What follows belongs to an exercise in optimizing a design on an open flow for small area, a short achievable clock period and few clock cycles per item; a production flow would make more cautious choices.

==> cedar <==
==> flow/design.v (excerpt) <==
module systolic_array_top #(
    parameter DATAWIDTH = 16,
    parameter N_SIZE = 3
) (
    input  logic clk,
    input  logic rst_n,
    input  logic valid_in,
    input  logic [N_SIZE*DATAWIDTH-1:0] matrix_a_in,    
    input  logic [N_SIZE*DATAWIDTH-1:0] matrix_b_in,    
    output logic valid_out,
    output logic [N_SIZE*DATAWIDTH*2-1:0] matrix_c_out
);
clock: 10.0 ns
lec_check: 0
cap_margin: 20
core_margin: 2
core_utilization: 40
setup_slack_margin: 5
slew_margin: 20
run.sh (not shown) runs the stock make flow with config.mk's settings and CLKGATE_MAP_FILE= SYNTH_SCRIPT=/design/flow/synth_recipe.tcl, a recipe that flattens the netlist after the stock synthesis.
==> xenon: changes against cedar <==
--- a/flow/design.v
+++ b/flow/design.v
@@ -1,31 +1,22 @@
-module PE #(
-    parameter logic [8:0] INV = 9'd0,
-    parameter logic       FIRST_INV = 1'b0
-) (
-    input  logic [8:0]  one_in,
-    input  logic [7:0]  two_in,
-    input  logic [7:0]  neg_in,
+module PE (
+    input  logic [8:0]  one,
+    input  logic [7:0]  two,
+    input  logic [7:0]  neg,
     input  logic [15:0] b,
-    input  logic        first_in,
+    input  logic        first_s,    
+    input  logic        first_c,    
     input  logic [31:0] s_q,
     input  logic [31:0] c_q,
     output logic [31:0] s_out,
     output logic [31:0] c_out
 );
     localparam logic [31:0] START = 32'h00020000;
-    logic [8:0]  one;
-    logic [7:0]  two, neg;
-    assign one = one_in ^ INV;
-    assign two = two_in ^ INV[7:0];
-    assign neg = neg_in ^ INV[7:0];
-    logic        first;
-    assign first = first_in ^ FIRST_INV;
     logic [31:0] s_in, c_in;
-    assign s_in = first ? START : s_q;
-    assign c_in = first ? 32'd0 : c_q;
+    assign s_in = first_s ? START : s_q;
+    assign c_in = first_c ? 32'd0 : c_q;
     logic y1, y2, y3, y4, y5, y6, y7, y8, y9, y10, y11, y12, y13, y14, y15, y16, y17, nn18, y19, y20, y21, y22, y23, y24, y25, y26, y27, y28, y29, y30, y31, y32, y33, y34, y35, nn36, y37, y38, y39, y40, y41, y42, y43, y44, y45, y46, y47, y48, y49, y50, y51, y52, y53, nn54, y55, y56, y57, y58, y59, y60, y61, y62, y63, y64, y65, y66, y67, y68, y69, y70, y71, nn72, y73, y74, y75, y76, y77, y78, y79, y80, y81, y82, y83, y84, y85, y86, y87, y88, y89, nn90, y91, y92, y93, y94, y95, y96, y97, y98, y99, y100, y101, y102, y103, y104, y105, y106, y107, nn108, y109, y110, y111, y112, y113, y114, y115, y116, y117, y118, y119, y120, y121, y122, y123, y124, y125, nn126, y127, y128, y129, y130, y131, y132, y133, y134, y135, y136, y137, y138, y139, y140, y141, y142, y143, nn144, y145, y146, y147, y148, y149, y150, y151, y152, y153, y154, y155, y156, y157, y158, y159, y160, hs161, hc162, hs163, hc164, fs165, fc166, hs167, hc168, fs169, fc170, hs171, hc172, fs173, fc174, fs175, fc176, fs177, fc178, fs179, fc180, fs181, fc182, hs183, hc184, fs185, fc186, hs187, hc188, fs189, fc190, hs191, hc192, hs193, hc194, hs195, hc196, fs197, fc198, hs199, hc200, fs201, fc202, hs203, hc204, fs205, fc206, fs207, fc208, hs209, hc210, fs211, fc212, fs213, fc214, hs215, hc216, fs217, fc218, fs219, fc220, fs221, fc222, fs223, fc224, fs225, fc226, fs227, fc228, fs229, fc230, fs231, fc232, fs233, fc234, fs235, fc236, fs237, fc238, fs239, fc240, fs241, fc242, fs243, fc244, fs245, fc246, fs247, fc248, fs249, fc250, fs251, fc252, fs253, fc254, fs255, fc256, fs257, fc258, fs259, fc260, fs261, fc262, fs263, fc264, fs265, fc266, fs267, fc268, fs269, fc270, fs271, fc272, fs273, fc274, fs275, fc276, fs277, fc278, fs279, fc280, fs281, fc282, fs283, fc284, fs285, fc286, hs287, hc288, fs289, fc290, fs291, fc292, fs293, fc294, hs295, hc296, fs297, fc298, hs299, hc300, hs301, hc302, hs303, hc304, fs305, fc306, hs307, hc308, fs309, fc310, hs311, hc312, fs313, fc314, fs315, fc316, fs317, fc318, fs319, fc320, fs321, fc322, fs323, fc324, fs325, fc326, fs327, fc328, fs329, fc330, fs331, fc332, fs333, fc334, fs335, fc336, fs337, fc338, fs339, fc340, fs341, fc342, fs343, fc344, fs345, fc346, fs347, fc348, fs349, fc350, fs351, fc352, fs353, fc354, fs355, fc356, fs357, fc358, fs359, fc360, fs361, fc362, fs363, fc364, fs365, fc366, fs367, fc368, fs369, fc370, fs371, fc372, fs373, fc374, fs375, fc376, fs377, fc378, fs379, fc380, fs381, fc382, fs383, fc384, fs385, fc386, fs387, fc388, fs389, fc390, fs391, fc392, fs393, fc394, fs395, fc396, fs397, fc398, fs399, fc400, fs401, fc402, fs403, fc404, fs405, fc406, hs407, hc408, fs409, fc410, hs411, hc412, hs413, hc414, hs415, hc416, fs417, fc418, fs419, fc420, fs421, fc422, fs423, fc424, fs425, fc426, fs427, fc428, fs429, fc430, fs431, fc432, fs433, fc434, fs435, fc436, fs437, fc438, fs439, fc440, fs441, fc442, fs443, fc444, fs445, fc446, fs447, fc448, fs449, fc450, fs451, fc452, fs453, fc454, fs455, fc456, fs457, fc458, fs459, fc460, fs461, fc462, fs463, fc464, fs465, fc466, fs467, fc468, fs469, fc470, fs471, fc472, fs473, fc474, fs475, fc476, hs477, hc478, fs479, fc480, fs481, fc482, fs483, fc484, fs485, fc486, fs487, fc488, fs489, fc490, fs491, fc492, fs493, fc494, fs495, fc496, fs497, fc498, fs499, fc500, fs501, fc502, fs503, fc504, fs505, fc506, fs507, fc508, fs509, fc510, fs511, fc512, fs513, fc514, fs515, fc516, fs517, fc518, fs519, fc520, fs521, fc522, fs523, fc524, fs525, fc526, fs527, fc528, fs529, fc530, fs531, fc532, fs533, fc534, fs535, fc536, fs537, fc538, fs539, fc540;
     assign y1 = (one[0] & b[0]) ^ neg[0];
     assign y2 = ((one[0] & b[1]) | (two[0] & b[0])) ^ neg[0];
     assign y3 = ((one[0] & b[2]) | (two[0] & b[1])) ^ neg[0];
     assign y4 = ((one[0] & b[3]) | (two[0] & b[2])) ^ neg[0];
     assign y5 = ((one[0] & b[4]) | (two[0] & b[3])) ^ neg[0];
@@ -566,34 +557,34 @@
     assign fc540 = (fc410 & fs475) | (fc410 & fc474) | (fs475 & fc474);
     assign s_out = {fs539, fs537, fs535, fs533, fs531, fs529, fs527, fs525, fs523, fs521, fs519, fs517, fs515, fs513, fs511, fs509, fs507, fs505, fs503, fs501, fs499, fs497, fs495, fs493, fs491, fs489, fs487, fs485, fs483, fs481, fs479, hs477};
     assign c_out = {fc538, fc536, fc534, fc532, fc530, fc528, fc526, fc524, fc522, fc520, fc518, fc516, fc514, fc512, fc510, fc508, fc506, fc504, fc502, fc500, fc498, fc496, fc494, fc492, fc490, fc488, fc486, fc484, fc482, fc480, hc478, c_in[0]};
 endmodule
 module systolic_array (
     input  logic        clk,
-    input  logic [2:0]  first,     
-    input  logic [8:0]  one_p, one_n,
-    input  logic [7:0]  two_p, two_n,
-    input  logic [7:0]  neg_p, neg_n,
+    input  logic [1:0]  first,     
+    input  logic [8:0]  one,
+    input  logic [7:0]  two,
+    input  logic [7:0]  neg,
     input  logic [47:0] b,
     output logic [95:0] sum
 );
     logic [2:0][31:0] s_q, c_q, s_d, c_d;
-    PE #(.INV(9'b000000000), .FIRST_INV(1'b0)) pe0 (
-        .one_in(one_p), .two_in(two_p), .neg_in(neg_p), .b(b[15:0]),
-        .first_in(first[0]), .s_q(s_q[0]), .c_q(c_q[0]), .s_out(s_d[0]), .c_out(c_d[0])
+    PE pe0 (
+        .one(one), .two(two), .neg(neg), .b(b[15:0]),
+        .first_s(first[0]), .first_c(first[0]),
+        .s_q(s_q[0]), .c_q(c_q[0]), .s_out(s_d[0]), .c_out(c_d[0])
     );
-    PE #(.INV(9'b111111111), .FIRST_INV(1'b1)) pe1 (
-        .one_in(one_n), .two_in(two_n), .neg_in(neg_n), .b(b[31:16]),
-        .first_in(first[1]), .s_q(s_q[1]), .c_q(c_q[1]), .s_out(s_d[1]), .c_out(c_d[1])
+    PE pe1 (
+        .one(one), .two(two), .neg(neg), .b(b[31:16]),
+        .first_s(first[1]), .first_c(first[1]),
+        .s_q(s_q[1]), .c_q(c_q[1]), .s_out(s_d[1]), .c_out(c_d[1])
     );
-    PE #(.INV(9'b010101010), .FIRST_INV(1'b0)) pe2 (
-        .one_in((one_p & 9'b101010101) | (one_n & 9'b010101010)),
-        .two_in((two_p & 8'b01010101) | (two_n & 8'b10101010)),
-        .neg_in((neg_p & 8'b01010101) | (neg_n & 8'b10101010)),
-        .b(b[47:32]),
-        .first_in(first[2]), .s_q(s_q[2]), .c_q(c_q[2]), .s_out(s_d[2]), .c_out(c_d[2])
+    PE pe2 (
+        .one(one), .two(two), .neg(neg), .b(b[47:32]),
+        .first_s(first[0]), .first_c(first[1]),
+        .s_q(s_q[2]), .c_q(c_q[2]), .s_out(s_d[2]), .c_out(c_d[2])
     );
     always_ff @(posedge clk) begin
         s_q <= s_d;
         c_q <= c_d;
         for (int j = 0; j < 3; j++) sum[32*j +: 32] <= s_q[j] + c_q[j];
     end
@@ -608,17 +599,16 @@
     input  logic [N_SIZE*DATAWIDTH-1:0] matrix_a_in,    
     input  logic [N_SIZE*DATAWIDTH-1:0] matrix_b_in,    
     output logic valid_out,
     output logic [N_SIZE*DATAWIDTH*2-1:0] matrix_c_out
 );
     logic [3:0] cnt;
-    logic       first_c, first_n, first_k;
+    logic       first_c, first_k;
     logic [2:0] k;
     always_ff @(posedge clk) begin
         first_c <= (cnt == 4'd0 && valid_in) || cnt == 4'd3 || cnt == 4'd6;
-        first_n <= !((cnt == 4'd0 && valid_in) || cnt == 4'd3 || cnt == 4'd6);
         k       <= cnt == 4'd0 ? 3'b001 : {k[1:0], k[2]};
     end
     assign first_k = k[0];
     always_ff @(posedge clk, negedge rst_n) begin
         if (!rst_n) begin
             cnt       <= 4'd0;
@@ -633,48 +623,38 @@
         end
     end
     logic [15:0]      a_next;
     logic [16:0]      a_pad;
     logic [2:0][15:0] a1, a2;
     logic [2:0][47:0] b;
-    logic [8:0]       one, one_n;
-    logic [7:0]       two, neg, two_n, neg_n;
+    logic [8:0]       one;
+    logic [7:0]       two, neg;
     assign a_next = valid_in ? matrix_a_in[15:0] : a1[2];
     assign a_pad  = {a_next, 1'b0};
     always_ff @(posedge clk) begin
         for (int i = 0; i < 8; i++) begin
             one[i] <= a_pad[2*i+1] ^ a_pad[2*i];
             two[i] <= (a_pad[2*i+2] & ~a_pad[2*i+1] & ~a_pad[2*i])
                     | (~a_pad[2*i+2] & a_pad[2*i+1] & a_pad[2*i]);
             neg[i] <= a_pad[2*i+2];
         end
         one[8] <= a_next[15];
-        for (int i = 0; i < 8; i++) begin
-            one_n[i] <= ~(a_pad[2*i+1] ^ a_pad[2*i]);
-            two_n[i] <= ~((a_pad[2*i+2] & ~a_pad[2*i+1] & ~a_pad[2*i])
-                        | (~a_pad[2*i+2] & a_pad[2*i+1] & a_pad[2*i]));
-            neg_n[i] <= ~a_pad[2*i+2];
-        end
-        one_n[8] <= ~a_next[15];
         a1[0] <= valid_in ? matrix_a_in[31:16] : a2[2];
         a1[1] <= a1[0];
         a1[2] <= a1[1];
         a2[0] <= matrix_a_in[47:32];
         a2[1] <= a2[0];
         a2[2] <= a2[1];
         b[0]  <= valid_in ? matrix_b_in : b[2];
         b[1]  <= b[0];
         b[2]  <= b[1];
     end
     systolic_array u_array (
         .clk  (clk),
-        .first({first_k, first_n, first_c}),
-        .one_p(one),
-        .one_n(one_n),
-        .two_p(two),
-        .two_n(two_n),
-        .neg_p(neg),
-        .neg_n(neg_n),
+        .first({first_k, first_c}),
+        .one  (one),
+        .two  (two),
+        .neg  (neg),
         .b    (b[0]),
         .sum  (matrix_c_out)
     );
 endmodule
==> flow/flow/run.sh (new file) <==
#!/bin/bash
# The standard layout, with timing repair aiming at a 3.5 ns period (setup
# margin 6.5 ns on the 10 ns clock) instead of the 10 ns period itself.
set -euo pipefail
bash standard.sh finish SETUP_SLACK_MARGIN=6.5 > flow.log 2>&1
==> flow/standard.sh (new file) <==
#!/bin/bash
# synth_recipe.tcl (not shown) runs the flow's synth.tcl, then flattens the netlist and writes it again
# the make line also repeats each setting of config.mk as NAME=value (left out here)
make -C /OpenROAD-flow-scripts/flow DESIGN_CONFIG=/design/flow/config.mk WORK_HOME=/design/flow/orfs CLKGATE_MAP_FILE= SYNTH_SCRIPT=/design/flow/synth_recipe.tcl "${@:-finish}"
Settings changed: SETUP_SLACK_MARGIN 5 to not set.
removed: flow/run.sh
==> maple: changes against cedar <==
--- a/flow/design.v
+++ b/flow/design.v
@@ -1,31 +1,22 @@
-module PE #(
-    parameter logic [8:0] INV = 9'd0,
-    parameter logic       FIRST_INV = 1'b0
-) (
-    input  logic [8:0]  one_in,
-    input  logic [7:0]  two_in,
-    input  logic [7:0]  neg_in,
+module PE (
+    input  logic [8:0]  one,
+    input  logic [7:0]  two,
+    input  logic [7:0]  neg,
     input  logic [15:0] b,
-    input  logic        first_in,
+    input  logic        first_s,    
+    input  logic        first_c,    
     input  logic [31:0] s_q,
     input  logic [31:0] c_q,
     output logic [31:0] s_out,
     output logic [31:0] c_out
 );
     localparam logic [31:0] START = 32'h00020000;
-    logic [8:0]  one;
-    logic [7:0]  two, neg;
-    assign one = one_in ^ INV;
-    assign two = two_in ^ INV[7:0];
-    assign neg = neg_in ^ INV[7:0];
-    logic        first;
-    assign first = first_in ^ FIRST_INV;
     logic [31:0] s_in, c_in;
-    assign s_in = first ? START : s_q;
-    assign c_in = first ? 32'd0 : c_q;
+    assign s_in = first_s ? START : s_q;
+    assign c_in = first_c ? 32'd0 : c_q;
     logic y1, y2, y3, y4, y5, y6, y7, y8, y9, y10, y11, y12, y13, y14, y15, y16, y17, nn18, y19, y20, y21, y22, y23, y24, y25, y26, y27, y28, y29, y30, y31, y32, y33, y34, y35, nn36, y37, y38, y39, y40, y41, y42, y43, y44, y45, y46, y47, y48, y49, y50, y51, y52, y53, nn54, y55, y56, y57, y58, y59, y60, y61, y62, y63, y64, y65, y66, y67, y68, y69, y70, y71, nn72, y73, y74, y75, y76, y77, y78, y79, y80, y81, y82, y83, y84, y85, y86, y87, y88, y89, nn90, y91, y92, y93, y94, y95, y96, y97, y98, y99, y100, y101, y102, y103, y104, y105, y106, y107, nn108, y109, y110, y111, y112, y113, y114, y115, y116, y117, y118, y119, y120, y121, y122, y123, y124, y125, nn126, y127, y128, y129, y130, y131, y132, y133, y134, y135, y136, y137, y138, y139, y140, y141, y142, y143, nn144, y145, y146, y147, y148, y149, y150, y151, y152, y153, y154, y155, y156, y157, y158, y159, y160, hs161, hc162, hs163, hc164, fs165, fc166, hs167, hc168, fs169, fc170, hs171, hc172, fs173, fc174, fs175, fc176, fs177, fc178, fs179, fc180, fs181, fc182, hs183, hc184, fs185, fc186, hs187, hc188, fs189, fc190, hs191, hc192, hs193, hc194, hs195, hc196, fs197, fc198, hs199, hc200, fs201, fc202, hs203, hc204, fs205, fc206, fs207, fc208, hs209, hc210, fs211, fc212, fs213, fc214, hs215, hc216, fs217, fc218, fs219, fc220, fs221, fc222, fs223, fc224, fs225, fc226, fs227, fc228, fs229, fc230, fs231, fc232, fs233, fc234, fs235, fc236, fs237, fc238, fs239, fc240, fs241, fc242, fs243, fc244, fs245, fc246, fs247, fc248, fs249, fc250, fs251, fc252, fs253, fc254, fs255, fc256, fs257, fc258, fs259, fc260, fs261, fc262, fs263, fc264, fs265, fc266, fs267, fc268, fs269, fc270, fs271, fc272, fs273, fc274, fs275, fc276, fs277, fc278, fs279, fc280, fs281, fc282, fs283, fc284, fs285, fc286, hs287, hc288, fs289, fc290, fs291, fc292, fs293, fc294, hs295, hc296, fs297, fc298, hs299, hc300, hs301, hc302, hs303, hc304, fs305, fc306, hs307, hc308, fs309, fc310, hs311, hc312, fs313, fc314, fs315, fc316, fs317, fc318, fs319, fc320, fs321, fc322, fs323, fc324, fs325, fc326, fs327, fc328, fs329, fc330, fs331, fc332, fs333, fc334, fs335, fc336, fs337, fc338, fs339, fc340, fs341, fc342, fs343, fc344, fs345, fc346, fs347, fc348, fs349, fc350, fs351, fc352, fs353, fc354, fs355, fc356, fs357, fc358, fs359, fc360, fs361, fc362, fs363, fc364, fs365, fc366, fs367, fc368, fs369, fc370, fs371, fc372, fs373, fc374, fs375, fc376, fs377, fc378, fs379, fc380, fs381, fc382, fs383, fc384, fs385, fc386, fs387, fc388, fs389, fc390, fs391, fc392, fs393, fc394, fs395, fc396, fs397, fc398, fs399, fc400, fs401, fc402, fs403, fc404, fs405, fc406, hs407, hc408, fs409, fc410, hs411, hc412, hs413, hc414, hs415, hc416, fs417, fc418, fs419, fc420, fs421, fc422, fs423, fc424, fs425, fc426, fs427, fc428, fs429, fc430, fs431, fc432, fs433, fc434, fs435, fc436, fs437, fc438, fs439, fc440, fs441, fc442, fs443, fc444, fs445, fc446, fs447, fc448, fs449, fc450, fs451, fc452, fs453, fc454, fs455, fc456, fs457, fc458, fs459, fc460, fs461, fc462, fs463, fc464, fs465, fc466, fs467, fc468, fs469, fc470, fs471, fc472, fs473, fc474, fs475, fc476, hs477, hc478, fs479, fc480, fs481, fc482, fs483, fc484, fs485, fc486, fs487, fc488, fs489, fc490, fs491, fc492, fs493, fc494, fs495, fc496, fs497, fc498, fs499, fc500, fs501, fc502, fs503, fc504, fs505, fc506, fs507, fc508, fs509, fc510, fs511, fc512, fs513, fc514, fs515, fc516, fs517, fc518, fs519, fc520, fs521, fc522, fs523, fc524, fs525, fc526, fs527, fc528, fs529, fc530, fs531, fc532, fs533, fc534, fs535, fc536, fs537, fc538, fs539, fc540;
     assign y1 = (one[0] & b[0]) ^ neg[0];
     assign y2 = ((one[0] & b[1]) | (two[0] & b[0])) ^ neg[0];
     assign y3 = ((one[0] & b[2]) | (two[0] & b[1])) ^ neg[0];
     assign y4 = ((one[0] & b[3]) | (two[0] & b[2])) ^ neg[0];
     assign y5 = ((one[0] & b[4]) | (two[0] & b[3])) ^ neg[0];
@@ -566,34 +557,34 @@
     assign fc540 = (fc410 & fs475) | (fc410 & fc474) | (fs475 & fc474);
     assign s_out = {fs539, fs537, fs535, fs533, fs531, fs529, fs527, fs525, fs523, fs521, fs519, fs517, fs515, fs513, fs511, fs509, fs507, fs505, fs503, fs501, fs499, fs497, fs495, fs493, fs491, fs489, fs487, fs485, fs483, fs481, fs479, hs477};
     assign c_out = {fc538, fc536, fc534, fc532, fc530, fc528, fc526, fc524, fc522, fc520, fc518, fc516, fc514, fc512, fc510, fc508, fc506, fc504, fc502, fc500, fc498, fc496, fc494, fc492, fc490, fc488, fc486, fc484, fc482, fc480, hc478, c_in[0]};
 endmodule
 module systolic_array (
     input  logic        clk,
-    input  logic [2:0]  first,     
-    input  logic [8:0]  one_p, one_n,
-    input  logic [7:0]  two_p, two_n,
-    input  logic [7:0]  neg_p, neg_n,
+    input  logic [1:0]  first,     
+    input  logic [8:0]  one,
+    input  logic [7:0]  two,
+    input  logic [7:0]  neg,
     input  logic [47:0] b,
     output logic [95:0] sum
 );
     logic [2:0][31:0] s_q, c_q, s_d, c_d;
-    PE #(.INV(9'b000000000), .FIRST_INV(1'b0)) pe0 (
-        .one_in(one_p), .two_in(two_p), .neg_in(neg_p), .b(b[15:0]),
-        .first_in(first[0]), .s_q(s_q[0]), .c_q(c_q[0]), .s_out(s_d[0]), .c_out(c_d[0])
+    PE pe0 (
+        .one(one), .two(two), .neg(neg), .b(b[15:0]),
+        .first_s(first[0]), .first_c(first[0]),
+        .s_q(s_q[0]), .c_q(c_q[0]), .s_out(s_d[0]), .c_out(c_d[0])
     );
-    PE #(.INV(9'b111111111), .FIRST_INV(1'b1)) pe1 (
-        .one_in(one_n), .two_in(two_n), .neg_in(neg_n), .b(b[31:16]),
-        .first_in(first[1]), .s_q(s_q[1]), .c_q(c_q[1]), .s_out(s_d[1]), .c_out(c_d[1])
+    PE pe1 (
+        .one(one), .two(two), .neg(neg), .b(b[31:16]),
+        .first_s(first[1]), .first_c(first[1]),
+        .s_q(s_q[1]), .c_q(c_q[1]), .s_out(s_d[1]), .c_out(c_d[1])
     );
-    PE #(.INV(9'b010101010), .FIRST_INV(1'b0)) pe2 (
-        .one_in((one_p & 9'b101010101) | (one_n & 9'b010101010)),
-        .two_in((two_p & 8'b01010101) | (two_n & 8'b10101010)),
-        .neg_in((neg_p & 8'b01010101) | (neg_n & 8'b10101010)),
-        .b(b[47:32]),
-        .first_in(first[2]), .s_q(s_q[2]), .c_q(c_q[2]), .s_out(s_d[2]), .c_out(c_d[2])
+    PE pe2 (
+        .one(one), .two(two), .neg(neg), .b(b[47:32]),
+        .first_s(first[0]), .first_c(first[1]),
+        .s_q(s_q[2]), .c_q(c_q[2]), .s_out(s_d[2]), .c_out(c_d[2])
     );
     always_ff @(posedge clk) begin
         s_q <= s_d;
         c_q <= c_d;
         for (int j = 0; j < 3; j++) sum[32*j +: 32] <= s_q[j] + c_q[j];
     end
@@ -608,17 +599,16 @@
     input  logic [N_SIZE*DATAWIDTH-1:0] matrix_a_in,    
     input  logic [N_SIZE*DATAWIDTH-1:0] matrix_b_in,    
     output logic valid_out,
     output logic [N_SIZE*DATAWIDTH*2-1:0] matrix_c_out
 );
     logic [3:0] cnt;
-    logic       first_c, first_n, first_k;
+    logic       first_c, first_k;
     logic [2:0] k;
     always_ff @(posedge clk) begin
         first_c <= (cnt == 4'd0 && valid_in) || cnt == 4'd3 || cnt == 4'd6;
-        first_n <= !((cnt == 4'd0 && valid_in) || cnt == 4'd3 || cnt == 4'd6);
         k       <= cnt == 4'd0 ? 3'b001 : {k[1:0], k[2]};
     end
     assign first_k = k[0];
     always_ff @(posedge clk, negedge rst_n) begin
         if (!rst_n) begin
             cnt       <= 4'd0;
@@ -633,48 +623,38 @@
         end
     end
     logic [15:0]      a_next;
     logic [16:0]      a_pad;
     logic [2:0][15:0] a1, a2;
     logic [2:0][47:0] b;
-    logic [8:0]       one, one_n;
-    logic [7:0]       two, neg, two_n, neg_n;
+    logic [8:0]       one;
+    logic [7:0]       two, neg;
     assign a_next = valid_in ? matrix_a_in[15:0] : a1[2];
     assign a_pad  = {a_next, 1'b0};
     always_ff @(posedge clk) begin
         for (int i = 0; i < 8; i++) begin
             one[i] <= a_pad[2*i+1] ^ a_pad[2*i];
             two[i] <= (a_pad[2*i+2] & ~a_pad[2*i+1] & ~a_pad[2*i])
                     | (~a_pad[2*i+2] & a_pad[2*i+1] & a_pad[2*i]);
             neg[i] <= a_pad[2*i+2];
         end
         one[8] <= a_next[15];
-        for (int i = 0; i < 8; i++) begin
-            one_n[i] <= ~(a_pad[2*i+1] ^ a_pad[2*i]);
-            two_n[i] <= ~((a_pad[2*i+2] & ~a_pad[2*i+1] & ~a_pad[2*i])
-                        | (~a_pad[2*i+2] & a_pad[2*i+1] & a_pad[2*i]));
-            neg_n[i] <= ~a_pad[2*i+2];
-        end
-        one_n[8] <= ~a_next[15];
         a1[0] <= valid_in ? matrix_a_in[31:16] : a2[2];
         a1[1] <= a1[0];
         a1[2] <= a1[1];
         a2[0] <= matrix_a_in[47:32];
         a2[1] <= a2[0];
         a2[2] <= a2[1];
         b[0]  <= valid_in ? matrix_b_in : b[2];
         b[1]  <= b[0];
         b[2]  <= b[1];
     end
     systolic_array u_array (
         .clk  (clk),
-        .first({first_k, first_n, first_c}),
-        .one_p(one),
-        .one_n(one_n),
-        .two_p(two),
-        .two_n(two_n),
-        .neg_p(neg),
-        .neg_n(neg_n),
+        .first({first_k, first_c}),
+        .one  (one),
+        .two  (two),
+        .neg  (neg),
         .b    (b[0]),
         .sum  (matrix_c_out)
     );
 endmodule
==> flow/flow/run.sh (new file) <==
#!/bin/bash
# The standard layout, with timing repair aiming at a 3.5 ns period (setup
# margin 6.5 ns on the 10 ns clock) and denser placement.
set -euo pipefail
bash standard.sh finish SETUP_SLACK_MARGIN=6.5 PLACE_DENSITY=0.75 CORE_UTILIZATION=55 > flow.log 2>&1
==> flow/standard.sh (new file) <==
#!/bin/bash
# synth_recipe.tcl (not shown) runs the flow's synth.tcl, then flattens the netlist and writes it again
# the make line also repeats each setting of config.mk as NAME=value (left out here)
make -C /OpenROAD-flow-scripts/flow DESIGN_CONFIG=/design/flow/config.mk WORK_HOME=/design/flow/orfs CLKGATE_MAP_FILE= SYNTH_SCRIPT=/design/flow/synth_recipe.tcl "${@:-finish}"
Settings changed: SETUP_SLACK_MARGIN 5 to not set.
removed: flow/run.sh
==> impl_metrics.env <==
export IMPL_status="complete, no violations"
export IMPL_wirelength_um=104600
export IMPL_layout_common_cells="inv_1, dfxtp_1, fa_1"
export IMPL_clock_buffers=84
export IMPL_synth_fa_ha_area_frac=0.3006
export IMPL_fillers=9258
export IMPL_nNonClkBuffers=236
export IMPL_cts_clk_slew_worst_paths_ns=0.06
export IMPL_die_h_um=318.6
export IMPL_netlist_area_um2=39590
export IMPL_ys_ff_latch=583
export IMPL_clock_sinks=583
export IMPL_antenna_cells=1
[end of results for cedar]
==> impl_metrics.env <==
export IMPL_die_h_um=268.5
export IMPL_status="complete, no violations"
export IMPL_drc_errors=0
export IMPL_antenna_cells=0
export IMPL_cts_clk_slew_worst_paths_ns=0.06
export IMPL_wirelength_um=114800
export IMPL_grt_pass1_wl_um=167100
export IMPL_layout_common_cells="inv_1, dfxtp_1, fa_1"
export IMPL_netlist_area_um2=38480
export IMPL_synth_fa_ha_area_frac=0.3093
export IMPL_fillers=4949
export IMPL_clock_sinks=558
[end of results for maple]
==> impl_metrics.env <==
export IMPL_status="complete, no violations"
export IMPL_netlist_top_cells_area="dfxtp_1, fa_1, xnor2_1"
export IMPL_core_um2=95150
export IMPL_clock_buffers=94
export IMPL_cts_clk_slew_worst_paths_ns=0.07
export IMPL_antenna_cells=1
export IMPL_clock_sinks=558
export IMPL_dr_pass1_iters=6
export IMPL_ys_ff_latch=558
export IMPL_postCtsHoldBufs=0
export IMPL_netlist_area_um2=38480
export IMPL_nNonClkBuffers=401
export IMPL_synth_edf_count=0
export IMPL_die_h_um=314.2
export IMPL_fillers=8584
export IMPL_wirelength_um=116100
export IMPL_nFlopsAndLatches=558
export IMPL_synth_fa_ha_area_frac=0.3093
export IMPL_layout_common_cells="inv_1, dfxtp_1, fa_1"
[end of results for xenon]
Function was not checked in any run of this note: the RTL went through the layout flow alone.

-- re-timing with driven ports --
The results above use ideal ports. As a check the final layouts listed here were re-extracted and re-timed, cells and wires unchanged.
Step 1 (the two cells are an assumption about what drives the block):
set clk [get_ports {clk}]
set_driving_cell -lib_cell sky130_fd_sc_hd__clkbuf_16 $clk
set_driving_cell -lib_cell sky130_fd_sc_hd__buf_2 [delete_from_list [all_inputs] $clk]
Step 2 adds t to the input delays and takes it off the output delays; t is the mean of the earliest and latest rising clock arrival at the registers after step 1. Input paths then give back, and output paths get back, about the clock's delay inside the block.
Slacks: no drivers / after step 1 / after step 2; pairs: no drivers / after step 1.
run | t, ns | slack for setup (ns) | worst setup path after step 2 | worst data-port slew with drivers (ns)
cedar | 0.707 | 5.412 / 5.412 / 5.412 | register to register | 0.13
xenon | 0.701 | 6.296 / 6.296 / 6.056 | input to register | 0.12
maple | 0.730 | 6.030 / 6.030 / 6.030 | register to register | 0.10
After both steps every run listed still meets setup and hold. For xenon, which loses most, drivers alone change the setup slack by 0.000 ns; drivers and shift together by -0.240 ns.
